This design comes from an exercise in tuning for small area, a short achievable clock period and few clock cycles on the open sky130 flow, not from production work.
RTL that was checked went through simulation tests only; none was proved equivalent to the original.
Only the layout flow was run in runs 1 and 2; the RTL was not checked for function there.

$ cat flow/flow/run.sh
#!/bin/bash
# standard flow with a larger setup-slack margin for timing repair
sed 's/SETUP_SLACK_MARGIN=5 /SETUP_SLACK_MARGIN=6.7 /' standard.sh > standard_m.sh
bash standard_m.sh > flow.log 2>&1
$ cat flow/standard.sh
#!/bin/bash
# synth_recipe.tcl (not shown) runs the flow's synth.tcl, then flattens the netlist and writes it again
# the make line also repeats each setting of config.mk as NAME=value (left out here)
make -C /OpenROAD-flow-scripts/flow DESIGN_CONFIG=/design/flow/config.mk WORK_HOME=/design/flow/orfs CLKGATE_MAP_FILE= SYNTH_SCRIPT=/design/flow/synth_recipe.tcl "${@:-finish}"
$ cat flow/config.mk
export PLATFORM = sky130hd
export DESIGN_NAME = FFT16_stream
export DESIGN_NICKNAME = FFT16_stream
export VERILOG_FILES = /design/flow/design.v
export SDC_FILE = /design/flow/constraint.sdc
export NUM_CORES = 8
export LEC_CHECK = 0
export CAP_MARGIN = 20
export CORE_MARGIN = 2
export CORE_UTILIZATION = 50
export PLACE_DENSITY = 0.6
export SETUP_SLACK_MARGIN = 5
export SLEW_MARGIN = 20
$ cat flow/constraint.sdc
create_clock -name core_clock -period 10.0 [get_ports {i_clk}]
set_input_delay 2.0000 -clock core_clock [delete_from_list [all_inputs] [get_ports {i_clk}]]
set_output_delay 2.0000 -clock core_clock [all_outputs]
set_load 0.01 [all_outputs]
$ cat flow/design.v
module FFT16_stream (
	input             i_clk,
	input             i_rst,
	input             i_valid,
	input      [15:0] i_re,
	input      [15:0] i_im,
	output            o_ready,
	output reg        o_valid,
	output reg [15:0] o_re,
	output reg [15:0] o_im
);
	reg  [2:0] ph;
	reg  [3:0] wcnt;
	reg        rdy;
	wire       acc = i_valid & rdy;
	wire [3:0] wcnt_p1 = wcnt + 4'd1;
	wire [2:0] ph_n = ph + 3'd1;
	assign o_ready = rdy;
	always @(posedge i_clk or posedge i_rst) begin
		if (i_rst) begin
			ph   <= 3'd0;
			wcnt <= 4'd0;
			rdy  <= 1'b1;
		end else begin
			ph   <= ph_n;
			if (acc) wcnt <= wcnt_p1;
			rdy  <= acc ? (ph_n == wcnt_p1[2:0]) : (ph_n == wcnt[2:0]);
		end
	end
	reg        x_v;
	reg [15:0] x_re, x_im;
	always @(posedge i_clk or posedge i_rst) begin
		if (i_rst) x_v <= 1'b0;
		else       x_v <= acc;
	end
	always @(posedge i_clk) begin
		x_re <= i_re;
		x_im <= i_im;
	end
	wire        s0_v, s0_nr;
	wire [15:0] s0_re, s0_im;
	sdf_stage #(.LD(3), .JOUT(1), .OREG(1)) st0 (.i_clk(i_clk), .i_rst(i_rst), .i_v(x_v), .i_re(x_re), .i_im(x_im),
		.i_nr(1'b0), .o_v(s0_v), .o_re(s0_re), .o_im(s0_im), .o_nr(s0_nr));
	wire        s1_v;
	wire [15:0] s1_re, s1_im;
	sdf_stage #(.LD(2), .JOUT(0), .OREG(1)) st1 (.i_clk(i_clk), .i_rst(i_rst), .i_v(s0_v), .i_re(s0_re), .i_im(s0_im),
		.i_nr(s0_nr), .o_v(s1_v), .o_re(s1_re), .o_im(s1_im), .o_nr());
	wire        t2_v, t2_nr;
	wire [15:0] t2_re, t2_im;
	tw2 u_tw2 (.i_clk(i_clk), .i_rst(i_rst), .i_v(s1_v), .i_re(s1_re), .i_im(s1_im),
		.o_v(t2_v), .o_re(t2_re), .o_im(t2_im), .o_nr(t2_nr));
	wire        s2_v;
	wire [15:0] s2_re, s2_im;
	wire        s2_vn;
	wire [15:0] s2_ren;
	sdf_stage #(.LD(1), .JOUT(0), .OREG(1)) st2 (.i_clk(i_clk), .i_rst(i_rst), .i_v(t2_v), .i_re(t2_re), .i_im(t2_im),
		.i_nr(t2_nr), .o_v(s2_v), .o_re(s2_re), .o_im(s2_im), .o_nr(), .o_vn(s2_vn), .o_ren(s2_ren));
	wire        t3_v, t3_nr;
	wire [15:0] t3_re, t3_im;
	tw3 u_tw3 (.i_clk(i_clk), .i_rst(i_rst), .i_v(s2_v), .i_re(s2_re), .i_im(s2_im),
		.i_vn(s2_vn), .i_ren(s2_ren),
		.o_v(t3_v), .o_re(t3_re), .o_im(t3_im), .o_nr(t3_nr));
	wire        s3_v;
	wire [15:0] s3_re, s3_im;
	sdf_stage #(.LD(0), .JOUT(0), .OREG(0)) st3 (.i_clk(i_clk), .i_rst(i_rst), .i_v(t3_v), .i_re(t3_re), .i_im(t3_im),
		.i_nr(t3_nr), .o_v(s3_v), .o_re(s3_re), .o_im(s3_im), .o_nr());
	wire        r0_v, r1_v;
	wire [15:0] r0_re, r0_im, r1_re, r1_im;
	bit_exchange #(.BI(0), .BJ(3)) ex0 (.i_clk(i_clk), .i_rst(i_rst), .i_v(s3_v), .i_re(s3_re), .i_im(s3_im),
		.o_v(r0_v), .o_re(r0_re), .o_im(r0_im));
	bit_exchange #(.BI(1), .BJ(2)) ex1 (.i_clk(i_clk), .i_rst(i_rst), .i_v(r0_v), .i_re(r0_re), .i_im(r0_im),
		.o_v(r1_v), .o_re(r1_re), .o_im(r1_im));
	always @(posedge i_clk or posedge i_rst) begin
		if (i_rst) o_valid <= 1'b0;
		else       o_valid <= r1_v;
	end
	always @(posedge i_clk) begin
		o_re <= r1_re;
		o_im <= r1_im;
	end
endmodule
module sdf_stage #(parameter LD = 0, JOUT = 0, OREG = 1) (
	input             i_clk,
	input             i_rst,
	input             i_v,
	input      [15:0] i_re,
	input      [15:0] i_im,
	input             i_nr,
	output            o_v,
	output     [15:0] o_re,
	output     [15:0] o_im,
	output            o_nr,
	output            o_vn,
	output     [15:0] o_ren
);
	localparam D = 1 << LD;
	reg  [3:0]  q;
	reg  [LD:0] pend;
	wire comb = i_v & q[LD];
	wire last = comb & (q[LD:0] == {(LD+1){1'b1}});
	wire vn   = comb | (pend != 0);
	reg  [3:0]  oq;      
	always @(posedge i_clk or posedge i_rst) begin
		if (i_rst) begin
			q    <= 4'd0;
			pend <= 0;
			oq   <= 4'd0;
		end else begin
			if (i_v) q <= q + 4'd1;
			if (last) pend <= D;
			else if (pend != 0) pend <= pend - 1'b1;
			if (vn) oq <= oq + 4'd1;
		end
	end
	reg  [15:0] dl_re [0:D-1];
	reg  [15:0] dl_im [0:D-1];
	wire [15:0] x0_re = dl_re[D-1];
	wire [15:0] x0_im = dl_im[D-1];
	wire [15:0] t_re  = i_re & {16{comb}};
	wire [15:0] t_im  = i_im & {16{comb}};
	wire        t_nr  = i_nr & comb;
	wire [15:0] u_re  = x0_re + t_re + {15'd0, t_nr};
	wire [15:0] y1_re = x0_re + ~t_re + {15'd0, ~t_nr};
	wire [15:0] u_im  = x0_im + t_im;
	wire [15:0] y1_im = x0_im - t_im;
	wire        load  = i_v & ~comb;
	integer j;
	always @(posedge i_clk) begin
		dl_re[0] <= load ? i_re : y1_re;
		dl_im[0] <= load ? i_im : y1_im;
		for (j = 1; j < D; j = j + 1) begin
			dl_re[j] <= dl_re[j-1];
			dl_im[j] <= dl_im[j-1];
		end
	end
	assign o_vn  = vn;
	assign o_ren = u_re;
	generate if (OREG) begin : g_oreg
		reg        r_v, r_nr;
		reg [15:0] r_re, r_im;
		wire       sw = (JOUT != 0) & oq[3] & oq[2];
		always @(posedge i_clk or posedge i_rst) begin
			if (i_rst) r_v <= 1'b0;
			else       r_v <= vn;
		end
		always @(posedge i_clk) begin
			r_re <= sw ? ~u_im : u_re;
			r_im <= sw ? u_re : u_im;
			r_nr <= sw;
		end
		assign o_v = r_v;  assign o_re = r_re;  assign o_im = r_im;  assign o_nr = r_nr;
	end else begin : g_comb
		assign o_v = vn;   assign o_re = u_re;  assign o_im = u_im;  assign o_nr = 1'b0;
	end endgenerate
endmodule
module cmul_lo (
	input  [15:0] a,
	input  [17:0] a3,
	output [1:0]  c_ed,
	output [1:0]  c_b5,
	output [1:0]  c_62
);
	wire [7:0] bias = {8{a[15]}};
	wire [9:0] l_ed = {2'b0, ~a[3:0], 4'hF} + {2'b0, ~a3[7:0]} + 10'd2 + {2'b0, bias};
	wire [9:0] l_b5 = {2'b0, a3[1:0], 6'd0} + {2'b0, ~a[4:0], 3'b111} + {2'b0, ~a3[7:0]} + 10'd2 + {2'b0, bias};
	wire [9:0] l_62 = {2'b0, a3[2:0], 5'd0} + {2'b0, a[6:0], 1'b0} + {2'b0, bias};
	assign c_ed = l_ed[9:8];
	assign c_b5 = l_b5[9:8];
	assign c_62 = l_62[9:8];
endmodule
module cmul_a_hi (input [15:0] a, input [17:0] a3, input ed, input b5, input [1:0] c, output [15:0] p);
	wire [23:0] x  = {{8{a[15]}}, a};
	wire [23:0] x3 = {{6{a3[17]}}, a3};
	wire [15:0] r1 = b5 ? x3[17:2] : a;
	wire [15:0] r2 = ed ? ~x[19:4] : (b5 ? ~x[20:5] : 16'd0);
	wire [15:0] r3 = (ed | b5) ? ~x3[23:8] : 16'd0;
	assign p = r1 + r2 + r3 + {14'd0, c};
endmodule
module cmul_b_hi (input [15:0] a, input [17:0] a3, input en, input [1:0] c, output [15:0] p);
	wire [23:0] x  = {{8{a[15]}}, a};
	wire [23:0] x3 = {{6{a3[17]}}, a3};
	wire [15:0] f  = x3[18:3] + x[22:7] + {14'd0, c};
	assign p = f & {16{en}};
endmodule
module times3 (input [15:0] a, output [17:0] a3);
	assign a3 = {{2{a[15]}}, a} + {a[15], a, 1'b0};
endmodule
module tw2 (
	input             i_clk,
	input             i_rst,
	input             i_v,
	input      [15:0] i_re,
	input      [15:0] i_im,
	output reg        o_v,
	output reg [15:0] o_re,
	output reg [15:0] o_im,
	output reg        o_nr
);
	reg [3:0] q;
	reg       a_v, b_v;
	always @(posedge i_clk or posedge i_rst) begin
		if (i_rst) begin
			q   <= 4'd0;
			a_v <= 1'b0;
			b_v <= 1'b0;
			o_v <= 1'b0;
		end else begin
			if (i_v) q <= q + 4'd1;
			a_v <= i_v;
			b_v <= a_v;
			o_v <= b_v;
		end
	end
	wire [1:0]  k = q[1] ? {q[2], q[3]} : 2'd0;    
	wire [17:0] re3, im3;
	wire [1:0]  rc, ic, unused0, unused1, unused2, unused3;
	times3  u_r3 (.a(i_re), .a3(re3));
	times3  u_i3 (.a(i_im), .a3(im3));
	cmul_lo u_rl (.a(i_re), .a3(re3), .c_ed(unused0), .c_b5(rc), .c_62(unused1));
	cmul_lo u_il (.a(i_im), .a3(im3), .c_ed(unused2), .c_b5(ic), .c_62(unused3));
	reg  [1:0]  a_k, b_k;
	reg  [15:0] a_re, a_im;
	reg  [17:0] a_re3, a_im3;
	reg  [1:0]  a_rc, a_ic;
	reg         a_b5;
	always @(posedge i_clk) begin
		a_k   <= k;
		a_b5  <= k[0];
		a_re  <= i_re;
		a_im  <= i_im;
		a_re3 <= re3;
		a_im3 <= im3;
		a_rc  <= k[0] ? rc : 2'd0;
		a_ic  <= k[0] ? ic : 2'd0;
	end
	wire [15:0] mr, mi;
	cmul_a_hi u_r (.a(a_re), .a3(a_re3), .ed(1'b0), .b5(a_b5), .c(a_rc), .p(mr));
	cmul_a_hi u_i (.a(a_im), .a3(a_im3), .ed(1'b0), .b5(a_b5), .c(a_ic), .p(mi));
	reg  [15:0] b_re, b_im;
	always @(posedge i_clk) begin
		b_k  <= a_k;
		b_re <= mr;
		b_im <= mi;
	end
	wire [15:0] msum = b_re + b_im;
	wire [15:0] mdif = b_re - b_im;
	always @(posedge i_clk) begin
		case (b_k)
			2'd1: begin o_re <= mdif;  o_im <= msum; o_nr <= 1'b0; end
			2'd2: begin o_re <= ~b_im; o_im <= b_re; o_nr <= 1'b1; end
			2'd3: begin o_re <= ~msum; o_im <= mdif; o_nr <= 1'b1; end
			default: begin o_re <= b_re; o_im <= b_im; o_nr <= 1'b0; end
		endcase
	end
endmodule
module tw3 (
	input             i_clk,
	input             i_rst,
	input             i_v,
	input      [15:0] i_re,
	input      [15:0] i_im,
	input             i_vn,      
	input      [15:0] i_ren,
	output reg        o_v,
	output reg [15:0] o_re,
	output reg [15:0] o_im,
	output reg        o_nr
);
	reg  [3:0] q;
	reg        a_v, b_v, c_v;
	always @(posedge i_clk or posedge i_rst) begin
		if (i_rst) begin
			q   <= 4'd0;
			a_v <= 1'b0;
			b_v <= 1'b0;
			c_v <= 1'b0;
			o_v <= 1'b0;
		end else begin
			if (i_v) q <= q + 4'd1;
			a_v <= i_v;
			b_v <= a_v;
			c_v <= b_v;
			o_v <= c_v;
		end
	end
	wire [3:0] qn  = i_v ? q + 4'd1 : q;
	wire [2:0] kn  = {qn[1], qn[2], qn[3]};
	wire       ntn = i_vn & qn[0] & (kn[1:0] != 2'd0);    
	wire [2:0] k   = {q[1], q[2], q[3]};
	wire       x1  = q[0];
	wire       nt  = i_v & x1 & (k[1:0] != 2'd0);
	reg  [15:0] e_op;
	reg         e_ed, e_b5;
	always @(posedge i_clk) begin
		e_op <= ntn ? i_ren : i_im;
		e_ed <= ntn ? kn[0] : e_ed & nt;
		e_b5 <= ntn ? (kn[1:0] == 2'd2) : e_b5 & nt;
	end
	wire [17:0] e3;
	wire [1:0]  c_ed, c_b5, c_62;
	times3  u_3 (.a(e_op), .a3(e3));
	cmul_lo u_l (.a(e_op), .a3(e3), .c_ed(c_ed), .c_b5(c_b5), .c_62(c_62));
	reg  [15:0] f_op;
	reg  [17:0] f_3;
	reg  [1:0]  f_ca, f_cb;
	reg         f_ed, f_b5;
	always @(posedge i_clk) begin
		f_op <= e_op;
		f_3  <= e3;
		f_ca <= e_ed ? c_ed : (e_b5 ? c_b5 : 2'd0);
		f_cb <= c_62;
		f_ed <= e_ed;
		f_b5 <= e_b5;
	end
	wire [15:0] pa, pb;
	cmul_a_hi u_a (.a(f_op), .a3(f_3), .ed(f_ed), .b5(f_b5), .c(f_ca), .p(pa));
	cmul_b_hi u_b (.a(f_op), .a3(f_3), .en(f_ed), .c(f_cb), .p(pb));
	reg  [15:0] g_a, g_b, h_a, h_b;
	always @(posedge i_clk) begin
		g_a <= pa;  g_b <= pb;
		h_a <= g_a; h_b <= g_b;
	end
	reg  [15:0] p1_re, p1_im, p2_re, p2_im, p3_re, p3_im;
	reg  [2:0]  a_k, b_k, c_k;
	reg         a_nt, b_nt, c_nt, a_x1, b_x1, c_x1;
	always @(posedge i_clk) begin
		p1_re <= i_re;  p1_im <= i_im;
		p2_re <= p1_re; p2_im <= p1_im;
		p3_re <= p2_re; p3_im <= p2_im;
		a_k <= k;   a_nt <= nt;   a_x1 <= x1;
		b_k <= a_k; b_nt <= a_nt; b_x1 <= a_x1;
		c_k <= b_k; c_nt <= b_nt; c_x1 <= b_x1;
	end
	wire        b5 = (c_k[1:0] == 2'd2);
	reg         xs, ys, swp, nr;
	always @(*) begin
		case (c_k)
			3'd1: begin xs = 1; ys = 0; swp = 0; nr = 0; end
			3'd2: begin xs = 1; ys = 0; swp = 0; nr = 0; end
			3'd3: begin xs = 0; ys = 1; swp = 1; nr = 0; end
			3'd4: begin xs = 0; ys = 0; swp = 1; nr = 1; end
			3'd5: begin xs = 1; ys = 0; swp = 1; nr = 1; end
			3'd6: begin xs = 0; ys = 1; swp = 0; nr = 1; end
			3'd7: begin xs = 0; ys = 1; swp = 0; nr = 1; end
			default: begin xs = 0; ys = 0; swp = 0; nr = 0; end
		endcase
	end
	wire [15:0] xb = b5 ? g_a : g_b;
	wire [15:0] ya = b5 ? h_a : h_b;
	wire [15:0] X  = xs ? h_a - xb : h_a + xb;
	wire [15:0] Y  = ys ? ya - g_a : ya + g_a;
	wire [15:0] ar = c_nt ? X : p3_re;
	wire [15:0] ai = c_nt ? Y : p3_im;
	wire        sw = c_x1 & swp;
	wire        ng = c_x1 & nr;
	always @(posedge i_clk) begin
		o_re <= (sw ? ai : ar) ^ {16{ng}};
		o_im <= sw ? ar : ai;
		o_nr <= ng;
	end
endmodule
module bit_exchange #(parameter BI = 0, BJ = 3) (
	input             i_clk,
	input             i_rst,
	input             i_v,
	input      [15:0] i_re,
	input      [15:0] i_im,
	output            o_v,
	output     [15:0] o_re,
	output     [15:0] o_im
);
	localparam L = (1 << BJ) - (1 << BI);
	reg [3:0] q;
	reg [L-1:0] vd;
	always @(posedge i_clk or posedge i_rst) begin
		if (i_rst) begin
			q  <= 4'd0;
			vd <= 0;
		end else begin
			if (i_v) q <= q + 4'd1;
			vd <= (L == 1) ? i_v : {vd, i_v};
		end
	end
	wire s = i_v & q[BJ] & ~q[BI];
	reg  [15:0] b_re [0:L-1];
	reg  [15:0] b_im [0:L-1];
	integer j;
	always @(posedge i_clk) begin
		b_re[0] <= s ? b_re[L-1] : i_re;
		b_im[0] <= s ? b_im[L-1] : i_im;
		for (j = 1; j < L; j = j + 1) begin
			b_re[j] <= b_re[j-1];
			b_im[j] <= b_im[j-1];
		end
	end
	assign o_re = s ? i_re : b_re[L-1];
	assign o_im = s ? i_im : b_im[L-1];
	assign o_v  = vd[L-1];
endmodule
==> summary.md, run 1 <==
The clock period could shrink to 3764 ps. The setup path with the least slack is of type register to register. Once detail routing completed, the nets flagged for antenna violations numbered 0.

In the final design database the tool counted 6,727 nets. The launch instance of the worst min-delay path was st1.dl_im[2][7]. Derived from the worst setup path, the maximum achievable clock frequency is 265.7 MHz. In the post-synthesis netlist, the biggest area contributors are sky130_fd_sc_hd__dfxtp_1 46%, sky130_fd_sc_hd__ha_1 11%, sky130_fd_sc_hd__xnor2_1 4.0%.

During placement, the flow inserted port buffers numbering 68. Along the worst path, the maximum fanout reaches 3. The min-delay analysis places its worst path in the category register to register.

For the worst flop-to-flop path, the logic depth is 17. In this run, synthesis produced a sequential element count of 1,394. The detailed router's first-iteration violation count was 2,248.

In this run the critical register-to-register path is launched from u_tw2.a_k[0]. The H-tree was split into 4 levels. The kind of start point of the critical path was a register. The die is 345.5 um wide.

The hold path endpoint is st1.dl_im[3][7]. The total of warnings raised by yosys is 21. The tools report the core region area as 115,900 um2.

The number of distinct standard cells referenced by the synthesized netlist was 86; the fraction of registers with async set/reset was 4.806%. The worst hold path passes through 0 cells. Max-cap violations in this run came to 0.

In this run the core area contains 125 standard-cell rows. The run gives 6236 ps as the final setup slack of the worst path. The cell sitting at the root of the clock tree is a sky130_fd_sc_hd__clkbuf_16. The cell count after synthesis came out at 5,779.

The routability-driven placement congestion ratio is 0.8430, and the number of sinks handled by clock tree synthesis is 1,394. The floorplan step set the die height to 345.5 um. After routing the design area is 69,480 um2. The logs give 48.43% for the sequential element share of the synthesized area and 0 for the setup-violating endpoint count in the final report. The worst register-to-register path ends at u_tw2.b_im[15]. Summing all placed instances gives a cell area of 60,710 um2. In this run, post-CTS hold repair placed 0 buffers. Setup repair after global routing could not meet its margin everywhere. The setup check on the worst reg-to-reg path leaves a slack of 6240 ps.

The count of final max-slew check failures came out at 0. The run gives 69 as the top-level I/O count. The count of unresolved DRC violations after routing was 0; the post-placement setup slack was 5376 ps. The tools report the initial antenna violation count as 3.

The clock latency on the worst-skew pair is 760 ps, and the number of buffers created by CTS is 141. The run gives 26.51% as the headroom to the max-slew limit. TritonCTS built the clock tree. The area growth from synthesis to final layout is 19.13%. Critical path's slowest cell: sky130_fd_sc_hd__fa_1. The share of final-layout standard cells stronger than drive strength 1 is 17.00%, and the HPWL reported at the end of detailed placement is 90,480 um. The final clock skew was 38.66 ps; the worst hold slack was 310.9 ps. The top cell type by area accounts for 45.55% of the synthesized area. The flow ran to the end and the layout has no timing, DRC or antenna violations. Entering global routing, the biggest net connects 77 pins. Using the TritonRoute via totals, the vias-per-cell ratio works out to 5.154. Adding up every negative setup slack in the final design gives 0 ps.

A synthesized cell averages 10.09 um2. The routed wire length is 129,500 um. The top flip-flop cell by instance count after synthesis was sky130_fd_sc_hd__dfxtp_1. Data arrives at the worst endpoint at 4450 ps. Commonest non-fill, non-tap cell in the layout: sky130_fd_sc_hd__dfxtp_1. The signal on the critical path passes through buf_12, mux2_4, fa_1, fa_1, ha_2, inv_2, fa_2, nor2b_2, o21ai_2, a21boi_2, o21ai_2, a21boi_2, o2111ai_2, a31oi_2, buf_4, nand4_1, nand3_1.

The number of global-route vias before repair is 38.26k. The count of flip-flops with a built-in enable after synthesis was 0. Hold violation total from the final report: 0. The die covers 119,400 um2. In the layout the commonest cells are 1,299 x sky130_fd_sc_hd__dfxtp_1, 502 x sky130_fd_sc_hd__ha_1, 440 x sky130_fd_sc_hd__inv_1.

The share of the clock period used by the worst path after layout works out to 37.64%. The most area-hungry cell type in the Yosys netlist is sky130_fd_sc_hd__dfxtp_1. The slew at the pin closest to its max-slew limit is 1102 ps, and the synthesized netlist net count is 6,445. The routed layout has 39.67k vias. For this configuration, the core starts out at a cell density of 50.33%.

The mean routed wirelength per cell was 16.83 um. The post-synth design cell area was 58,320 um2. Global routing consumed, over all layers together, 20.91% of the routing resources. The global-route congestion overflow total was 0.

The first-pass iteration count of the detailed router came out at 5. The first-pass GRT wire length is 201,300 um, and the post-CTS clock slew at the launch and capture registers of the worst setup and hold paths is 60 ps. STA classifies the critical path endpoint as a register. The longest individual stage delay on the worst path came out at 490 ps.

The run gives 10,680 ps as the required time of the critical path. The clock passes through at most 3 buffers.
-- cells in the mapped netlist, types with 59 or more instances --
master / instances
sky130_fd_sc_hd__ha_1: 534
sky130_fd_sc_hd__a21oi_1: 365
sky130_fd_sc_hd__dfxtp_1: 1327
sky130_fd_sc_hd__mux2_2: 66
sky130_fd_sc_hd__nor2_1: 452
sky130_fd_sc_hd__clkbuf_1: 151
sky130_fd_sc_hd__mux2i_1: 101
sky130_fd_sc_hd__xnor2_1: 269
sky130_fd_sc_hd__xor2_1: 97
sky130_fd_sc_hd__o31ai_1: 59
sky130_fd_sc_hd__nand3_1: 63
sky130_fd_sc_hd__o21ai_0: 189
sky130_fd_sc_hd__nor3_1: 113
sky130_fd_sc_hd__inv_1: 457
sky130_fd_sc_hd__dfrtp_1: 66
sky130_fd_sc_hd__nor2b_1: 108
sky130_fd_sc_hd__nand2b_1: 71
sky130_fd_sc_hd__nand2_1: 443
sky130_fd_sc_hd__fa_1: 97
-- timing repair --
action,CTS,global route
gates resized for setup,384,276
gates cloned,7,2
endpoints found under the setup margin,236,144
pin swaps,128,173
endpoints found under the hold margin,0,0
setup buffers,152,70
-- layer usage --
| metal | track usage [%] | wire [um] | part of all wire [%] | vias up |
|---|---|---|---|---|
| li1 | - | - | - | 20120 |
| met1 | 31.16 | 65620 | 51 | 18700 |
| met2 | 30.90 | 55400 | 43 | 673 |
| met3 | 3.399 | 5740 | 4.4 | 184 |
| met4 | 6.364 | 2776 | 2.1 | 0 |
| met5 | 0 | 0 | 0 | - |
-- registers in the layout, indices dropped and copies added, names as in the netlist, 32 cells and up --
name and count:
ex1.b_im 32, ex0.b_re 112, st2.dl_im 32, st1.dl_re 64
st0.dl_re 128, st2.dl_re 32, ex1.b_re 32, ex0.b_im 112
st0.dl_im 128, st1.dl_im 64
-- critical path: cells and delay by family, from the launching register on --
family                   cells  cell delay (ps)
AO/OA/AOI/OAI                6              970
adder cells (fa/ha/maj)      4             1480
buffers and inverters        3              320
flip-flops                   1              360
multiplexers                 1              300
AND/OR/NAND/NOR              3              290
-- cell families (layout without fill, tap and decap cells) --
kind of cell               Yosys count  count (layout)  share of synthesized area, %
buffers and inverters              646            1035                         4.183
muxes                              179             179                         3.471
other                                0               2                             0
DFF                               1394            1394                         48.43
adders and majority gates          631             631                         14.79
and+or+nand+nor                   1476            1479                         11.73
AOI/OAI and AO/OA                 1087            1087                         11.91
xor gates and xnor gates           366             366                         5.496
-- worst max-delay path by stage --
stage | from | end | slack (ps) | cells after the start
finish | u_tw2.a_k[0] | u_tw2.b_im[15] | 6240 | 17
global placement | u_tw2.a_k[0] | u_tw2.b_im[15] | 5380 | 16
floorplan | u_tw2.a_k[0] | u_tw2.b_im[15] | 6160 | 17
detailed placement | u_tw2.a_k[0] | u_tw2.b_im[15] | 5380 | 16
CTS | u_tw2.a_k[0] | u_tw2.b_im[14] | 6290 | 14
global route | u_tw2.a_k[0] | u_tw2.b_im[15] | 6020 | 17
-- cell type report --
class                      instances  area [um2]
timing repair buffer             319        2855
clock inverter                    62       788.3
antenna                            2       5.005
multi-input combinational       3742       29800
sequential                      1394       28320
tap                             1524        1907
inverter                         463        1754
fill                            9628       46410
clock buffer                     191        4053
-- stage by stage --
step / std cells / util [%]
after floorplan: 5779 / -
after global placement: 7211 / 52.38
after detailed placement: 7211 / 52.38
after CTS: 7623 / 58.42
after global routing: 7695 / 59.95
final: 7697 / 59.95
==> inputs of run 2 (changes only) <==
--- a/flow/design.v
+++ b/flow/design.v
@@ -155,35 +155,29 @@
 endmodule
 module cmul_lo (
 	input  [15:0] a,
-	input  [17:0] a3,
 	output [1:0]  c_ed,
 	output [1:0]  c_b5,
 	output [1:0]  c_62
 );
+	wire [7:0] a3   = a[7:0] + {a[6:0], 1'b0};    
 	wire [7:0] bias = {8{a[15]}};
-	wire [9:0] l_ed = {2'b0, ~a[3:0], 4'hF} + {2'b0, ~a3[7:0]} + 10'd2 + {2'b0, bias};
-	wire [9:0] l_b5 = {2'b0, a3[1:0], 6'd0} + {2'b0, ~a[4:0], 3'b111} + {2'b0, ~a3[7:0]} + 10'd2 + {2'b0, bias};
+	wire [9:0] l_ed = {2'b0, ~a[3:0], 4'hF} + {2'b0, ~a3} + 10'd2 + {2'b0, bias};
+	wire [9:0] l_b5 = {2'b0, a3[1:0], 6'd0} + {2'b0, ~a[4:0], 3'b111} + {2'b0, ~a3} + 10'd2 + {2'b0, bias};
 	wire [9:0] l_62 = {2'b0, a3[2:0], 5'd0} + {2'b0, a[6:0], 1'b0} + {2'b0, bias};
 	assign c_ed = l_ed[9:8];
 	assign c_b5 = l_b5[9:8];
 	assign c_62 = l_62[9:8];
 endmodule
-module cmul_a_hi (input [15:0] a, input [17:0] a3, input ed, input b5, input [1:0] c, output [15:0] p);
-	wire [23:0] x  = {{8{a[15]}}, a};
-	wire [23:0] x3 = {{6{a3[17]}}, a3};
-	wire [15:0] r1 = b5 ? x3[17:2] : a;
-	wire [15:0] r2 = ed ? ~x[19:4] : (b5 ? ~x[20:5] : 16'd0);
-	wire [15:0] r3 = (ed | b5) ? ~x3[23:8] : 16'd0;
-	assign p = r1 + r2 + r3 + {14'd0, c};
+module times3 (input [15:0] a, output [17:0] a3);
+	assign a3 = {{2{a[15]}}, a} + {a[15], a, 1'b0};
 endmodule
-module cmul_b_hi (input [15:0] a, input [17:0] a3, input en, input [1:0] c, output [15:0] p);
+module cmul_a_terms (input [15:0] a, input [17:0] a3, input b5, input id,
+	output [15:0] r1, output [15:0] r2, output [15:0] r3);
 	wire [23:0] x  = {{8{a[15]}}, a};
 	wire [23:0] x3 = {{6{a3[17]}}, a3};
-	wire [15:0] f  = x3[18:3] + x[22:7] + {14'd0, c};
-	assign p = f & {16{en}};
-endmodule
-module times3 (input [15:0] a, output [17:0] a3);
-	assign a3 = {{2{a[15]}}, a} + {a[15], a, 1'b0};
+	assign r1 = b5 ? x3[17:2] : a;
+	assign r2 = id ? 16'd0 : (b5 ? ~x[20:5] : ~x[19:4]);
+	assign r3 = id ? 16'd0 : ~x3[23:8];
 endmodule
 module tw2 (
 	input             i_clk,
@@ -212,35 +206,31 @@
 		end
 	end
 	wire [1:0]  k = q[1] ? {q[2], q[3]} : 2'd0;    
+	wire        b5 = k[0];
 	wire [17:0] re3, im3;
 	wire [1:0]  rc, ic, unused0, unused1, unused2, unused3;
+	wire [15:0] rr1, rr2, rr3, ir1, ir2, ir3;
 	times3  u_r3 (.a(i_re), .a3(re3));
 	times3  u_i3 (.a(i_im), .a3(im3));
-	cmul_lo u_rl (.a(i_re), .a3(re3), .c_ed(unused0), .c_b5(rc), .c_62(unused1));
-	cmul_lo u_il (.a(i_im), .a3(im3), .c_ed(unused2), .c_b5(ic), .c_62(unused3));
+	cmul_lo u_rl (.a(i_re), .c_ed(unused0), .c_b5(rc), .c_62(unused1));
+	cmul_lo u_il (.a(i_im), .c_ed(unused2), .c_b5(ic), .c_62(unused3));
+	cmul_a_terms u_rt (.a(i_re), .a3(re3), .b5(b5), .id(~b5), .r1(rr1), .r2(rr2), .r3(rr3));
+	cmul_a_terms u_it (.a(i_im), .a3(im3), .b5(b5), .id(~b5), .r1(ir1), .r2(ir2), .r3(ir3));
 	reg  [1:0]  a_k, b_k;
-	reg  [15:0] a_re, a_im;
-	reg  [17:0] a_re3, a_im3;
+	reg  [15:0] a_rr1, a_rr2, a_rr3, a_ir1, a_ir2, a_ir3;
 	reg  [1:0]  a_rc, a_ic;
-	reg         a_b5;
 	always @(posedge i_clk) begin
 		a_k   <= k;
-		a_b5  <= k[0];
-		a_re  <= i_re;
-		a_im  <= i_im;
-		a_re3 <= re3;
-		a_im3 <= im3;
-		a_rc  <= k[0] ? rc : 2'd0;
-		a_ic  <= k[0] ? ic : 2'd0;
-	end
-	wire [15:0] mr, mi;
-	cmul_a_hi u_r (.a(a_re), .a3(a_re3), .ed(1'b0), .b5(a_b5), .c(a_rc), .p(mr));
-	cmul_a_hi u_i (.a(a_im), .a3(a_im3), .ed(1'b0), .b5(a_b5), .c(a_ic), .p(mi));
+		a_rr1 <= rr1; a_rr2 <= rr2; a_rr3 <= rr3;
+		a_ir1 <= ir1; a_ir2 <= ir2; a_ir3 <= ir3;
+		a_rc  <= b5 ? rc : 2'd0;
+		a_ic  <= b5 ? ic : 2'd0;
+	end
 	reg  [15:0] b_re, b_im;
 	always @(posedge i_clk) begin
 		b_k  <= a_k;
-		b_re <= mr;
-		b_im <= mi;
+		b_re <= a_rr1 + a_rr2 + a_rr3 + {14'd0, a_rc};
+		b_im <= a_ir1 + a_ir2 + a_ir3 + {14'd0, a_ic};
 	end
 	wire [15:0] msum = b_re + b_im;
 	wire [15:0] mdif = b_re - b_im;
@@ -290,51 +280,45 @@
 	wire       x1  = q[0];
 	wire       nt  = i_v & x1 & (k[1:0] != 2'd0);
 	reg  [15:0] e_op;
-	reg         e_ed, e_b5;
+	reg         e_b5;
 	always @(posedge i_clk) begin
 		e_op <= ntn ? i_ren : i_im;
-		e_ed <= ntn ? kn[0] : e_ed & nt;
-		e_b5 <= ntn ? (kn[1:0] == 2'd2) : e_b5 & nt;
+		e_b5 <= ntn ? (kn[1:0] == 2'd2) : e_b5;
 	end
 	wire [17:0] e3;
 	wire [1:0]  c_ed, c_b5, c_62;
+	wire [15:0] t1, t2, t3;
 	times3  u_3 (.a(e_op), .a3(e3));
-	cmul_lo u_l (.a(e_op), .a3(e3), .c_ed(c_ed), .c_b5(c_b5), .c_62(c_62));
-	reg  [15:0] f_op;
-	reg  [17:0] f_3;
+	cmul_lo u_l (.a(e_op), .c_ed(c_ed), .c_b5(c_b5), .c_62(c_62));
+	cmul_a_terms u_t (.a(e_op), .a3(e3), .b5(e_b5), .id(1'b0), .r1(t1), .r2(t2), .r3(t3));
+	reg  [15:0] f_1, f_2, f_b1;
 	reg  [1:0]  f_ca, f_cb;
-	reg         f_ed, f_b5;
 	always @(posedge i_clk) begin
-		f_op <= e_op;
-		f_3  <= e3;
-		f_ca <= e_ed ? c_ed : (e_b5 ? c_b5 : 2'd0);
+		f_1  <= t1;
+		f_2  <= t2;
+		f_b1 <= {e3[17], e3[17:3]};            
+		f_ca <= e_b5 ? c_b5 : c_ed;
 		f_cb <= c_62;
-		f_ed <= e_ed;
-		f_b5 <= e_b5;
 	end
-	wire [15:0] pa, pb;
-	cmul_a_hi u_a (.a(f_op), .a3(f_3), .ed(f_ed), .b5(f_b5), .c(f_ca), .p(pa));
-	cmul_b_hi u_b (.a(f_op), .a3(f_3), .en(f_ed), .c(f_cb), .p(pb));
-	reg  [15:0] g_a, g_b, h_a, h_b;
-	always @(posedge i_clk) begin
-		g_a <= pa;  g_b <= pb;
-		h_a <= g_a; h_b <= g_b;
-	end
-	reg  [15:0] p1_re, p1_im, p2_re, p2_im, p3_re, p3_im;
-	reg  [2:0]  a_k, b_k, c_k;
-	reg         a_nt, b_nt, c_nt, a_x1, b_x1, c_x1;
+	wire [15:0] f_3  = ~{{6{f_b1[15]}}, f_b1[14:5]};
+	wire [15:0] f_b2 = {{7{f_1[15]}}, f_1[15:7]};
+	reg  [15:0] g_a, g_b;
+	always @(posedge i_clk) begin
+		g_a <= f_1 + f_2 + f_3 + {14'd0, f_ca};
+		g_b <= f_b1 + f_b2 + {14'd0, f_cb};
+	end
+	reg  [15:0] p1_re, p1_im, p2_re, p2_im;
+	reg  [2:0]  a_k, b_k;
+	reg         a_nt, b_nt, a_x1, b_x1;
 	always @(posedge i_clk) begin
 		p1_re <= i_re;  p1_im <= i_im;
 		p2_re <= p1_re; p2_im <= p1_im;
-		p3_re <= p2_re; p3_im <= p2_im;
 		a_k <= k;   a_nt <= nt;   a_x1 <= x1;
 		b_k <= a_k; b_nt <= a_nt; b_x1 <= a_x1;
-		c_k <= b_k; c_nt <= b_nt; c_x1 <= b_x1;
 	end
-	wire        b5 = (c_k[1:0] == 2'd2);
 	reg         xs, ys, swp, nr;
 	always @(*) begin
-		case (c_k)
+		case (b_k)
 			3'd1: begin xs = 1; ys = 0; swp = 0; nr = 0; end
 			3'd2: begin xs = 1; ys = 0; swp = 0; nr = 0; end
 			3'd3: begin xs = 0; ys = 1; swp = 1; nr = 0; end
@@ -345,19 +329,33 @@
 			default: begin xs = 0; ys = 0; swp = 0; nr = 0; end
 		endcase
 	end
-	wire [15:0] xb = b5 ? g_a : g_b;
-	wire [15:0] ya = b5 ? h_a : h_b;
-	wire [15:0] X  = xs ? h_a - xb : h_a + xb;
-	wire [15:0] Y  = ys ? ya - g_a : ya + g_a;
-	wire [15:0] ar = c_nt ? X : p3_re;
-	wire [15:0] ai = c_nt ? Y : p3_im;
-	wire        sw = c_x1 & swp;
-	wire        ng = c_x1 & nr;
-	always @(posedge i_clk) begin
-		o_re <= (sw ? ai : ar) ^ {16{ng}};
-		o_im <= sw ? ar : ai;
-		o_nr <= ng;
+	wire        b5   = (b_k[1:0] == 2'd2);
+	wire        sw   = b_x1 & swp;
+	wire        ng   = b_x1 & nr;
+	wire [15:0] yb   = b5 ? g_a : g_b;           
+	wire [15:0] pa_r = b_nt ? (sw ? yb : g_a) : (sw ? p2_im : p2_re);
+	wire [15:0] pa_i = b_nt ? (sw ? g_a : yb) : (sw ? p2_re : p2_im);
+	reg  [15:0] h_re, h_im;
+	reg         h_selr, h_seli, h_zr, h_zi, h_cr, h_ci;
+	always @(posedge i_clk) begin
+		h_re   <= pa_r ^ {16{ng}};
+		h_im   <= pa_i;
+		h_selr <= sw | b5;            
+		h_seli <= ~sw | b5;           
+		h_zr   <= ~b_nt;
+		h_zi   <= ~b_nt;
+		h_cr   <= (b_nt & (sw ? ys : xs)) ^ ng;
+		h_ci   <= b_nt & (sw ? xs : ys);
+	end
+	wire [15:0] br = (h_selr ? g_a : g_b) & {16{~h_zr}};
+	wire [15:0] bi = (h_seli ? g_a : g_b) & {16{~h_zi}};
+	always @(posedge i_clk) begin
+		o_re <= h_re + (br ^ {16{h_cr}}) + {15'd0, h_cr};
+		o_im <= h_im + (bi ^ {16{h_ci}}) + {15'd0, h_ci};
+		o_nr <= ng_d;
 	end
+	reg ng_d;
+	always @(posedge i_clk) ng_d <= ng;
 endmodule
 module bit_exchange #(parameter BI = 0, BJ = 3) (
 	input             i_clk,
==> run 2 against run 1 <==
Compared with the run above: critical path depth is 1 lower; clock skew is 10 ps lower; synthesized cell count is 1.8% lower; still clean; critical endpoint is now u_tw3.f_ca[0]; routed wire length is 4.4% lower; non-clock buffer count is 124 lower; highest routed layer unchanged.
==> summary.md, run 2 <==
The number of input and output port buffers inserted is 68 (unchanged). Critical setup path kind: register to register (unchanged). The commonest non-fill, non-tap cell in the layout was sky130_fd_sc_hd__dfxtp_1 (unchanged). The routability-driven placement congestion ratio came out at 0.8439 (was 0.8430). The count of final max-slew check failures came out at 0 (unchanged).

Endpoint of the worst-slack reg-to-reg timing path: u_tw3.f_ca[0] (was u_tw2.b_im[15]). The area growth from synthesis to final layout was 15.54% (was 19.13%); the number of global-route vias before repair was 36.20k (was 38.26k). For the count of unresolved DRC violations after routing, the log shows 0 (unchanged).

The run gives 750 ps (was 760 ps) as the clock latency on the worst-skew pair. The tools report the number of fill cells as 9,733 (was 9,628). First-pass iteration count of the detailed router: 6 (was 5). Mean routed wirelength per cell: 16.60 um (was 16.83 um). The initial antenna violation count is 2 (was 3). The tools report the first-pass GRT wire length as 194,400 um (was 201,300 um). The shortest clock period the worst path allows after layout came out at 3535 ps (was 3764 ps). For the detailed router's first-iteration violation count, the log shows 2,266 (was 2,248). For the number of distinct standard cells referenced by the synthesized netlist, the log shows 101 (was 86).

The flow ran to the end and the layout has no timing, DRC or antenna violations. Final setup slack of the worst path: 6465 ps (was 6236 ps). The tools report the post-synth design cell area as 57,880 um2 (was 58,320 um2). Number of cells traversed by the worst register-to-register path: 16 (was 17). The data arrival time of the critical path was 4160 ps (was 4450 ps); the number of buffers inserted by hold repair at cts was 0 (unchanged). The synthesized area per cell is 10.20 um2 (was 10.09 um2).

The post-synthesis register bit count came out at 1,381 (was 1,394). The number of rows in the core area is 124 (was 125). Top flop regs: st0.dl_im (128), st0.dl_re (128) (unchanged). For the top achievable clock speed, the log shows 282.9 MHz (was 265.7 MHz).

The ratio of routed vias to standard cells was 5.075 (was 5.154). The top-level I/O count is 69 (unchanged), and the final clock skew is 28.30 ps (was 38.66 ps). The sequential element share of the synthesized area came out at 48.37% (was 48.43%). The slew at the pin closest to its max-slew limit was 933.5 ps (was 1102 ps); the post-CTS clock slew at the launch and capture registers of the worst setup and hold paths was 60 ps (about the same). For the HPWL reported at the end of detailed placement, the log shows 89,400 um (was 90,480 um).

The longest individual stage delay on the worst path came out at 530 ps (was 490 ps). The count of flip-flops with a built-in enable after synthesis was 1 (was 0); the combined global-route utilization of all metal layers was 20.59% (was 20.91%). Synthesized instance count: 5,676 (was 5,779). Counting stages on the worst path, the most repeated cell is sky130_fd_sc_hd__inv_2.

Commonest cells post-synth: 1,313 x sky130_fd_sc_hd__dfxtp_1, 533 x sky130_fd_sc_hd__ha_1, 485 x sky130_fd_sc_hd__nor2_1 (was 1,327 x sky130_fd_sc_hd__dfxtp_1, 534 x sky130_fd_sc_hd__ha_1, 457 x sky130_fd_sc_hd__inv_1). Vertical die dimension: 344.2 um (was 345.5 um). The tools report the via total after detailed routing as 37.87k (was 39.67k). The tools report the required time of the critical path as 10,630 ps (was 10,680 ps).

The headroom to the max-slew limit came out at 37.76% (was 26.51%). The tools report the timing endpoint of the critical path as u_tw3.f_ca[0] (was u_tw2.b_im[15]). The worst-path maximum fanout is 5 (was 3). The run gives 66,870 um2 (was 69,480 um2) as the finished layout cell area. Setup repair after global routing could not meet its margin everywhere. The area share of the largest cell type after synthesis is 45.42% (was 45.55%).

The tools report the first element of the critical path as u_tw3.e_op[1] (was u_tw2.a_k[0]). The class of the worst hold path was register to register (unchanged). The share of final-layout standard cells stronger than drive strength 1 is 13.80% (was 17.00%), and the global-route congestion overflow total is 0 (unchanged). For the setup total negative slack, the log shows 0 ps (unchanged). The starting density of the core came out at 50.55% (was 50.33%). The critical path capture point type is a register (unchanged).

The post-placement cell count was 7,103 (was 7,211); the x dimension of the die was 344.2 um (was 345.5 um). The kind of start point of the critical path is a register (unchanged). Pin count of the biggest net entering global routing: 87 (was 77).

The run gives 143 (was 141) as the number of buffers created by CTS. Cell-by-cell trace of the critical path: ha_4, inv_2, fa_2, inv_2, a21oi_2, o21ai_2, a21o_1, a21o_4, xor2_4, fa_1, fa_1, inv_2, ha_4, a21oi_4, xor2_1, a21oi_1 (was buf_12, mux2_4, fa_1, fa_1, ha_2, inv_2, fa_2, nor2b_2, o21ai_2, a21boi_2, o21ai_2, a21boi_2, o2111ai_2, a31oi_2, buf_4, nand4_1, nand3_1). The setup-violating endpoint count in the final report was 0 (unchanged). For the die footprint, the log shows 118,500 um2 (was 119,400 um2). The number of antenna-violating nets in the routed design is 0 (unchanged), and the hold violation total from the final report is 0 (unchanged). The fraction of registers with async set/reset is 4.852% (was 4.806%). The run gives 6110 ps (was 5376 ps) as the post-placement setup slack. The number of levels in the clock H-tree came out at 4 (unchanged). The non-filler instance count after layout was 7,461 (was 7,697). The most area-hungry cell type in the Yosys netlist is sky130_fd_sc_hd__dfxtp_1 (unchanged). The run gives 3 (unchanged) as the maximum root-to-sink buffer count.

The share of the clock period used by the worst path after layout is 35.35% (was 37.64%). The tools report the count of nets after finishing as 6,497 (was 6,727). The critical path's slowest cell is sky130_fd_sc_hd__fa_1 (unchanged).

Commonest non-fill, non-tap cells in the layout: 1,280 x sky130_fd_sc_hd__dfxtp_1, 508 x sky130_fd_sc_hd__ha_1, 479 x sky130_fd_sc_hd__nor2_1 (was 1,299 x sky130_fd_sc_hd__dfxtp_1, 502 x sky130_fd_sc_hd__ha_1, 440 x sky130_fd_sc_hd__inv_1). The top flip-flop cell by instance count after synthesis is sky130_fd_sc_hd__dfxtp_1 (unchanged). The max-cap check violation count is 0 (unchanged), and the synthesized netlist net count is 6,341 (was 6,445). The routed wire length is 123,800 um (was 129,500 um).

The run gives 21 (unchanged) as the total of warnings raised by yosys. The tools report the standard cell area after detailed placement as 60,060 um2 (was 60,710 um2). The cell depth of the worst hold path is 0 (unchanged). Core region area: 114,500 um2 (was 115,900 um2).

The startpoint of the lowest-slack register-to-register path is u_tw3.e_op[1] (was u_tw2.a_k[0]). For the number of sinks handled by clock tree synthesis, the log shows 1,381 (was 1,394). TritonCTS built the clock tree. The most frequently used cell type in the post-synthesis netlist was sky130_fd_sc_hd__dfxtp_1 (unchanged). The master cell of the clock root buffer is sky130_fd_sc_hd__clkbuf_16 (unchanged). Top post-synthesis cells by area: sky130_fd_sc_hd__dfxtp_1 45%, sky130_fd_sc_hd__ha_1 12%, sky130_fd_sc_hd__xnor2_1 4.4% (was sky130_fd_sc_hd__dfxtp_1 46%, sky130_fd_sc_hd__ha_1 11%, sky130_fd_sc_hd__xnor2_1 4.0%).
==> run 2: logic make-up (layout without fill, tap and decap cells) <==
family / count (synthesis) / in the layout / synth area share, %
AND/OR/NAND/NOR: 1332 / 1332 / 10.41
buffers and inverters: 655 / 927 / 4.311
other: 0 / 1 / 0
AO/OA/AOI/OAI: 1055 / 1055 / 11.68
flip-flops: 1381 / 1381 / 48.37
multiplexers: 191 / 191 / 3.820
XOR/XNOR: 432 / 432 / 6.538
adder cells (fa/ha/maj): 630 / 630 / 14.88
==> run 2: routing by layer <==
metal	track usage, %	part of all wire [%]	vias up
li1	-	-	19290
met1	30.55	51	17820
met2	30.15	42	611
met3	4.828	5.3	150
met4	4.918	1.6	0
met5	0	0	-
==> run 2: repair_timing <==
| action | in CTS | in global routing |
|---|---|---|
| setup endpoints to repair | 179 | 120 |
| cloned | 0 | 2 |
| gates resized for setup | 283 | 188 |
| pin swaps | 63 | 134 |
| setup buffers | 38 | 56 |
==> run 2: stage by stage <==
step / hold slack, ps / utilization [%]
5_1_grt: 314.1 / 58.40
3_5_place_dp: 312.1 / 52.45
3_3_place_gp: 309.5 / 52.43
4_1_cts: 310.4 / 57.30
6_report: 310.7 / 58.40
2_1_floorplan: 309.6 / -
==> run 2: worst max-delay path, delay by kind of cell, from the launching register on <==
kind	cells	cell delay, ps
AO/OA/AOI/OAI	6	770
XOR/XNOR	2	340
buffers and inverters	3	160
flip-flops	1	380
adder cells (fa/ha/maj)	5	1750
==> run 2: how the worst min path moves through the flow <==
stage	from	to	slack, ps
5_1_grt	st2.g_oreg.r_re[8]	u_tw3.p1_re[8]	310
3_5_place_dp	u_tw3.p1_im[15]	u_tw3.p2_im[15]	310
2_1_floorplan	ex0.b_im[0][0]	ex0.b_im[1][0]	310
6_report	st2.dl_im[0][3]	st2.dl_im[1][3]	310
3_3_place_gp	ex0.b_im[0][9]	ex0.b_im[1][9]	310
4_1_cts	st2.dl_im[0][3]	st2.dl_im[1][3]	310
==> run 2: layout make-up <==
type	instances	area, um2	area share, %
Multi-Input combinational cell	3640	28570	42.73
Sequential cell	1381	28060	41.97
Clock buffer	194	3983	5.956
Tap cell	1512	1892	2.829
Inverter	471	1772	2.650
Timing Repair Buffer	195	1629	2.436
Clock inverter	67	950.9	1.422
Antenna cell	1	2.502	0.003742
==> inputs of run 3 (changes only) <==
--- a/flow/design.v
+++ b/flow/design.v
@@ -1,3 +1,20 @@
+module cmul_lo (
+	input  [15:0] a,
+	output [1:0]  c_ed,
+	output [1:0]  c_b5,
+	output [1:0]  c_62
+);
+	wire [8:0] i = {a[15], a[7:0]};
+	wire [511:0] c_ed0 = 512'hfff8ffc0ff00f800e00007fcffe0ff80fc00f000803efff0ffc0fe00f800c0000007003f00ff07ff1ffff803001f007f03ff0fff7fc1000f003f01ff07ff3ffe;
+	wire [511:0] c_ed1 = 512'h0007003f00ff07ff1ffff803001f007f03ff0fff7fc1000f003f01ff07ff3fff0000000000000000000000000000000000000000000000000000000000000001;
+	wire [511:0] c_b50 = 512'hfdd99002d910022610026110dd99102299002266001d9100d99100269102266e02266ffd26effdd9effd9eef2266efdd66ffdd99ffe26eff266effd96efdd990;
+	wire [511:0] c_b51 = 512'h02266fff26efffffeffffeef2266efff66ffffffffe26eff266effff6effffff000000020000022600026000000000220000226600000000000000260002266f;
+	wire [511:0] c_620 = 512'h0101090949494b4b5b5bdbdbdfdffffe0101090949494b4b5b5bdbdbdfdffffefefef6f6b6b6b4b4a4a4242420200000fefef6f6b6b6b4b4a4a4242420200000;
+	wire [511:0] c_621 = 512'hfefef6f6b6b6b4b4a4a4242420200000fefef6f6b6b6b4b4a4a42424202000000000000000000000000000000000000000000000000000000000000000000000;
+	assign c_ed = {c_ed1[i], c_ed0[i]};
+	assign c_b5 = {c_b51[i], c_b50[i]};
+	assign c_62 = {c_621[i], c_620[i]};
+endmodule
 module FFT16_stream (
 	input             i_clk,
 	input             i_rst,
@@ -153,21 +170,6 @@
 		assign o_v = vn;   assign o_re = u_re;  assign o_im = u_im;  assign o_nr = 1'b0;
 	end endgenerate
 endmodule
-module cmul_lo (
-	input  [15:0] a,
-	output [1:0]  c_ed,
-	output [1:0]  c_b5,
-	output [1:0]  c_62
-);
-	wire [7:0] a3   = a[7:0] + {a[6:0], 1'b0};    
-	wire [7:0] bias = {8{a[15]}};
-	wire [9:0] l_ed = {2'b0, ~a[3:0], 4'hF} + {2'b0, ~a3} + 10'd2 + {2'b0, bias};
-	wire [9:0] l_b5 = {2'b0, a3[1:0], 6'd0} + {2'b0, ~a[4:0], 3'b111} + {2'b0, ~a3} + 10'd2 + {2'b0, bias};
-	wire [9:0] l_62 = {2'b0, a3[2:0], 5'd0} + {2'b0, a[6:0], 1'b0} + {2'b0, bias};
-	assign c_ed = l_ed[9:8];
-	assign c_b5 = l_b5[9:8];
-	assign c_62 = l_62[9:8];
-endmodule
 module times3 (input [15:0] a, output [17:0] a3);
 	assign a3 = {{2{a[15]}}, a} + {a[15], a, 1'b0};
 endmodule
==> run 3 against run 2 <==
Compared with the run above: critical path depth decreased by 1; cell count grew 5.4%; setup slack improved by 67 ps; sequential share of layout area down 0.91 points; clock skew hardly changed; synthesized cell count increased by 7.3%; core utilization decreased by 0.36 points; maximum frequency up 1.9%; sequential cell count is the same; critical endpoint is now u_tw2.b_re[15]; largest cell class unchanged.
==> summary.md, run 3 <==
The flow ran to the end and the layout has no timing, DRC or antenna violations. The tools report the first-pass GRT wire length as 206,800 um (was 194,400 um). Count of flip-flops with a built-in enable after synthesis: 1 (unchanged). Top flop regs: st0.dl_im (128), st0.dl_re (128) (unchanged).

The run gives 0 (unchanged) as the count of unresolved DRC violations after routing. The most frequently used cell type in the post-synthesis netlist is sky130_fd_sc_hd__dfxtp_1 (unchanged). The ratio of routed vias to standard cells was 5.202 (was 5.075). Setup repair after global routing could not meet its margin everywhere. The post-synthesis register bit count was 1,381 (unchanged); the wire length on met1 was 68,310 um (was 63,190 um). The fraction of registers with async set/reset is 4.852% (unchanged), and the synthesized area per cell is 9.726 um2 (was 10.20 um2).

Top achievable clock speed: 288.4 MHz (was 282.9 MHz). The run gives 6,700 (was 6,341) as the synthesized netlist net count. The number of input and output port buffers inserted is 68 (unchanged), and the number of sinks handled by clock tree synthesis is 1,381 (unchanged).

The first-pass iteration count of the detailed router was 6 (unchanged). Top post-synthesis cells by area: sky130_fd_sc_hd__dfxtp_1 44%, sky130_fd_sc_hd__ha_1 11%, sky130_fd_sc_hd__xnor2_1 4.3% (was sky130_fd_sc_hd__dfxtp_1 45%, sky130_fd_sc_hd__ha_1 12%, sky130_fd_sc_hd__xnor2_1 4.4%). Post-placement setup slack: 5754 ps (was 6110 ps). For the final clock skew, the log shows 28.52 ps (was 28.30 ps). For the die footprint, the log shows 121,300 um2 (was 118,500 um2).

The setup-violating endpoint count in the final report came out at 0 (unchanged). Commonest cells post-synth: 1,313 x sky130_fd_sc_hd__dfxtp_1, 558 x sky130_fd_sc_hd__nor2_1, 501 x sky130_fd_sc_hd__nand2_1 (was 1,313 x sky130_fd_sc_hd__dfxtp_1, 533 x sky130_fd_sc_hd__ha_1, 485 x sky130_fd_sc_hd__nor2_1). The logs give 6532 ps (was 6465 ps) for the final setup slack of the worst path and 117,800 um2 (was 114,500 um2) for the core region area. The run gives 0 (unchanged) as the global-route congestion overflow total. The kind of start point of the critical path was a register (unchanged). Number of rows in the core area: 126 (was 124).

The via total after detailed routing was 40.90k (was 37.87k). The master cell of the clock root buffer is sky130_fd_sc_hd__clkbuf_16 (unchanged). The number of buffers created by CTS is 142 (was 143), and the maximum root-to-sink buffer count is 3 (unchanged).

The setup total negative slack is 0 ps (unchanged). The top flip-flop cell by instance count after synthesis was sky130_fd_sc_hd__dfxtp_1 (unchanged). The highest routing layer actually used is met4 (unchanged). The number of antenna-violating nets in the routed design was 0 (unchanged); the vertical die dimension was 348.2 um (was 344.2 um). The tools report the hold violation total from the final report as 0 (unchanged). The total of warnings raised by yosys was 21 (unchanged); the headroom to the max-slew limit was 35.10% (was 37.76%). The shortest clock period the worst path allows after layout is 3468 ps (was 3535 ps), and the clock latency on the worst-skew pair is 770 ps (was 750 ps).

The synthesized instance count is 6,092 (was 5,676), and the combined global-route utilization of all metal layers is 21.17% (was 20.59%). The critical path capture point type was a register (unchanged). The number of global-route vias before repair is 38.63k (was 36.20k), and the routability-driven placement congestion ratio is 0.8612 (was 0.8439).

The area growth from synthesis to final layout was 15.37% (was 15.54%); the detailed router's first-iteration violation count was 2,760 (was 2,266). The class of the worst hold path is register to register (unchanged). The top-level I/O count is 69 (unchanged). The most area-hungry cell type in the Yosys netlist was sky130_fd_sc_hd__dfxtp_1 (unchanged). The initial antenna violation count is 7 (was 2), and the required time of the critical path is 10,680 ps (was 10,630 ps). The slew at the pin closest to its max-slew limit came out at 971.2 ps (was 933.5 ps).

The share of final-layout standard cells stronger than drive strength 1 was 12.62% (was 13.80%); the worst-path maximum fanout was 2 (was 5). For the post-synth design cell area, the log shows 59,250 um2 (was 57,880 um2). For the starting density of the core, the log shows 50.31% (was 50.55%). The run gives 6,817 (was 6,497) as the count of nets after finishing. For the max-cap check violation count, the log shows 0 (unchanged).

For the pin count of the biggest net entering global routing, the log shows 82 (was 87). The sequential element share of the synthesized area was 47.25% (was 48.37%). Post-CTS clock slew at the launch and capture registers of the worst setup and hold paths: 60 ps (about the same). The critical setup path kind is register to register (unchanged). For the data arrival time of the critical path, the log shows 4150 ps (was 4160 ps).

The share of the clock period used by the worst path after layout was 34.68% (was 35.35%); the HPWL reported at the end of detailed placement was 93,720 um (was 89,400 um). The routed wire length was 131,100 um (was 123,800 um). The area share of the largest cell type after synthesis was 44.36% (was 45.42%); the mean routed wirelength per cell was 16.67 um (was 16.60 um).

For the count of final max-slew check failures, the log shows 0 (unchanged). The number of levels in the clock H-tree is 4 (unchanged). Commonest non-fill, non-tap cells in the layout: 1,283 x sky130_fd_sc_hd__dfxtp_1, 554 x sky130_fd_sc_hd__nor2_1, 489 x sky130_fd_sc_hd__nand2_1 (was 1,280 x sky130_fd_sc_hd__dfxtp_1, 508 x sky130_fd_sc_hd__ha_1, 479 x sky130_fd_sc_hd__nor2_1). X dimension of the die: 348.2 um (was 344.2 um).

TritonCTS built the clock tree. The tools report the total met3 wirelength after detailed routing as 4924 um (was 6537 um). The met2 wire length came out at 55,320 um (was 52,130 um).

Commonest non-fill, non-tap cell in the layout: sky130_fd_sc_hd__dfxtp_1 (unchanged). Number of distinct standard cells referenced by the synthesized netlist: 88 (was 101).
run 3: cell types whose count changed after synthesis, sizes merged, moves of 31 or more:
| cell | previous run | this run |
|---|---|---|
| nand2 | 404 | 501 |
| nor3 | 75 | 111 |
| a211oi | 26 | 57 |
| o21ai | 234 | 298 |
| ha | 533 | 500 |
| nor2 | 486 | 558 |
| clkbuf | 144 | 200 |
run 3: layer usage:
layer	track usage [%]	vias up
met4	5.981	0
met3	2.713	187
li1	-	20790
met5	0	-
met1	32.29	19220
met2	31.14	705
run 3: kinds of logic (layout without fill, tap and decap cells):
family                     count (synthesis)  count (layout)  share of synthesized area [%]
AOI/OAI and AO/OA                       1251            1251                          13.32
xor gates and xnor gates                 429             429                          6.342
adders and majority gates                574             574                          13.04
buffers and inverters                    710             939                          4.530
DFF                                     1381            1381                          47.25
muxes                                    197             197                          3.900
other                                      0               3                              0
and+or+nand+nor                         1550            1552                          11.62
run 3: per-stage QoR:
step	hold WS (ps)	util (%)	cells	instance area, um2
after floorplan	309.6	-	6092	59340
after global placement	309.7	52.02	7488	61260
after detailed placement	312.1	52.02	7488	61260
after CTS	310.8	57.05	7809	67190
after global routing	320.8	58.04	7859	68350
final	313.0	58.04	7862	68360
run 3: path summary, 6_finish.rpt:
kind	from	to	slack, ps	cells after the start
max	u_tw2.a_rc[1]	u_tw2.b_re[15]	6530	15
min	ex0.b_im[2][6]	ex0.b_im[3][6]	310	0
max reg2reg	u_tw2.a_rc[1]	u_tw2.b_re[15]	6530	15
min in group asynchronous	i_rst	st3.pend	1620	2
max in group asynchronous	i_rst	x_v	7230	3
min reg2reg	ex0.b_im[2][6]	ex0.b_im[3][6]	310	0
run 3: cell type report:
cell class / instances / area (um2)
clock buffer: 188 / 4070
sequential: 1381 / 28070
inverter: 469 / 1775
antenna: 3 / 7.507
fill: 10140 / 49410
timing repair buffer: 212 / 1883
tap: 1536 / 1922
multi-input combinational: 4003 / 29580
clock inverter: 70 / 1046
run 3: what timing repair did:
action                     CTS  global route
pin swaps                   47           106
resized for setup          280           188
setup buffers               61            47
gates cloned                 2             3
setup endpoints to repair  222           122
hold buffers                 0             0
run 3: worst max-delay path, cell delays in order, from the launching register on:
cell                       delay [ps]
sky130_fd_sc_hd__dfxtp_2          320
sky130_fd_sc_hd__inv_2             30
sky130_fd_sc_hd__fa_1             520
sky130_fd_sc_hd__inv_1             50
sky130_fd_sc_hd__fa_2             430
sky130_fd_sc_hd__ha_4             190
sky130_fd_sc_hd__fa_2             390
sky130_fd_sc_hd__a21o_1           170
sky130_fd_sc_hd__a21oi_2          160
sky130_fd_sc_hd__o21bai_2          90
sky130_fd_sc_hd__a211o_1          320
sky130_fd_sc_hd__a31oi_4          200
sky130_fd_sc_hd__a21oi_2           90
sky130_fd_sc_hd__a21o_1           170
sky130_fd_sc_hd__a21oi_2          140
sky130_fd_sc_hd__xnor2_1          130
Testbench counts of run 3, summed over its fixed seeds: cycles 3,360.
==> inputs of run 4 (changes only) <==
--- a/flow/config.mk
+++ b/flow/config.mk
@@ -7,7 +7,9 @@
 export LEC_CHECK = 0
 export CAP_MARGIN = 20
 export CORE_MARGIN = 2
-export CORE_UTILIZATION = 50
-export PLACE_DENSITY = 0.6
+export CORE_UTILIZATION = 70
+export CTS_CLUSTER_DIAMETER = 80
+export CTS_CLUSTER_SIZE = 25
+export PLACE_DENSITY = 0.8
 export SETUP_SLACK_MARGIN = 5
 export SLEW_MARGIN = 20
==> run 4 against run 3 <==
Compared with the run above: critical path type unchanged; final area is 5.4% lower; still clean on timing, DRC and antenna; critical path depth is 1 lower; synthesized area stayed put; global-route usage is 7.9 points higher; setup slack worse by 19 ps.
==> summary.md, run 4 <==
The run finished with no timing, DRC or antenna violations. The tools report the top achievable clock speed as 286.7 MHz (was 288.4 MHz). The required time of the critical path is 10,540 ps (was 10,680 ps). Number of buffers created by CTS: 69 (was 142). The tools report the starting density of the core as 70.80% (was 50.31%).

The area share of and/or/nand/nor cells after synthesis is 11.62% (unchanged). The run gives 6,700 (unchanged) as the synthesized netlist net count. Top post-synthesis cells by area: sky130_fd_sc_hd__dfxtp_1 44%, sky130_fd_sc_hd__ha_1 11%, sky130_fd_sc_hd__xnor2_1 4.3% (unchanged).

Family of cells with the greatest summed delay on the critical path: adder cells (unchanged). The fraction of registers with async set/reset was 4.852% (unchanged); the ratio of routed vias to standard cells was 5.722 (was 5.202). The class of the worst hold path was register to register (unchanged). The number of rows in the core area was 106 (was 126); the synthesized instance count was 6,092 (unchanged). The number of sinks handled by clock tree synthesis is 1,381 (unchanged). The startpoint of the lowest-slack register-to-register path was u_tw3.f_b1[6] (was u_tw2.a_rc[1]).

The tools report the first-pass GRT wire length as 204,300 um (was 206,800 um). Post-synthesis register bit count: 1,381 (unchanged).

The via total after detailed routing is 41.58k (was 40.90k). The tools report the first element of the critical path as u_tw3.f_b1[6] (was u_tw2.a_rc[1]). The most frequently used cell type in the post-synthesis netlist is sky130_fd_sc_hd__dfxtp_1 (unchanged). The shortest clock period the worst path allows after layout was 3487 ps (was 3468 ps).

The worst hold slack was 313.2 ps (was 313.0 ps); the die footprint was 86,980 um2 (was 121,300 um2). The max-cap check violation count came out at 0 (unchanged). The area share of the largest cell type after synthesis is 44.36% (unchanged). The tools report the kind of start point of the critical path as a register (unchanged).

The number of buffers inserted by hold repair at cts came out at 0 (unchanged). The critical setup path kind is register to register (unchanged). For the clock latency on the worst-skew pair, the log shows 670 ps (was 770 ps).

The total of warnings raised by yosys was 21 (unchanged). The sequential element share of the synthesized area is 47.25% (unchanged). The share of final-layout standard cells stronger than drive strength 1 is 9.865% (was 12.62%), and the final setup slack of the worst path is 6513 ps (was 6532 ps).

The core region area was 83,690 um2 (was 117,800 um2). Maximum root-to-sink buffer count: 3 (unchanged). The xor-xnor portion of the synthesized cell area was 6.342% (unchanged); the share of the clock period used by the worst path after layout was 34.87% (was 34.68%).

TritonCTS built the clock tree. The worst-path maximum fanout was 2 (unchanged); the first-pass iteration count of the detailed router was 6 (unchanged). The top-level I/O count came out at 69 (unchanged). Most area-hungry cell type in the Yosys netlist: sky130_fd_sc_hd__dfxtp_1 (unchanged).

For the pin count of the biggest net entering global routing, the log shows 93 (was 82). The critical path capture point type was a register (unchanged). Commonest non-fill, non-tap cell in the layout: sky130_fd_sc_hd__dfxtp_1 (unchanged).
==> run 4: cell counts after synthesis <==
No cell type changed its count.
==> run 4: kinds of logic (layout without fill, tap and decap cells) <==
group / after synthesis / after routing
compound gates: 1251 / 1251
xor+xnor: 429 / 429
fa+ha+maj: 574 / 574
buf+inv: 710 / 750
flops: 1381 / 1381
mux: 197 / 197
simple gates: 1550 / 1551
==> run 4: metal layers <==
layer	track usage (%)	routed length (um)	vias up
li1	-	-	20490
met1	42.67	61930	19770
met2	46.10	59300	1118
met3	3.586	6982	206
met4	6.608	2724	2
met5	0	13	-
==> run 4: layout make-up <==
type / instances / area [um2] / share of cell area (%)
Timing Repair Buffer: 178 / 1622 / 2.508
Clock buffer: 89 / 1929 / 2.984
Clock inverter: 14 / 186.4 / 0.2883
Sequential cell: 1381 / 28060 / 43.40
Tap cell: 1134 / 1419 / 2.194
Inverter: 469 / 1777 / 2.748
Multi-Input combinational cell: 4002 / 29660 / 45.88
==> run 4: metrics by stage <==
step	std cells	utilization, %	instance area [um2]
global placement	7081	72.56	60720
global route	7267	77.26	64660
detailed placement	7081	72.56	60720
finish	7267	77.26	64660
floorplan	6092	-	59340
CTS	7222	75.77	63410
==> run 4: repair_timing <==
| item | in CTS | in global routing |
|---|---|---|
| pin swaps | 34 | 101 |
| setup buffers | 36 | 44 |
| setup endpoints to repair | 205 | 123 |
| gates cloned | 2 | 1 |
| resized for setup | 166 | 219 |
| endpoints found under the hold margin | 0 | 0 |
==> run 4: worst paths after layout <==
kind	end	slack, ps	depth (start not counted)
setup / recovery	u_tw3.g_a[15]	6510	14
hold / removal	ex1.b_re[1][7]	310	0
setup reg to reg	u_tw3.g_a[15]	6510	14
hold reg to reg	ex1.b_re[1][7]	310	0
max in group asynchronous	u_tw2.o_v	7190	3
min in group asynchronous	o_valid	1590	2

[port drivers added, routing unchanged]
In the flow no input, the clock included, has a driving cell. The finished layouts below were timed again as built, in two steps. Step 1 sets driving cells, clkbuf_16 on the clock port and buf_2 on the other inputs (assumed; they add their load-dependent delay and slew). Step 2 times the ports against the registers' clock, not the clock port: input delays grow and output delays shrink by t, the midpoint of the rising clock arrivals with the driver on. a / b / c = ideal / step 1 / step 2; a / b = the first two.
run | t, ns | setup WS [ns] | slew at the worst register clock pin (ns)
run 1 | 0.812 | 6.236 / 6.236 / 6.236 | 0.07 / 0.07
run 2 | 0.809 | 6.465 / 6.465 / 6.465 | 0.07 / 0.07
run 3 | 0.831 | 6.532 / 6.532 / 6.434 | 0.07 / 0.07
run 4 | 0.718 | 6.513 / 6.513 / 6.513 | 0.10 / 0.10
After both steps setup and hold are still met in every run listed. The setup slack of run 3, which loses most, moves by 0.000 ns with the drivers and by -0.098 ns with both steps. The worst setup slack also covers recovery checks on asynchronous resets.
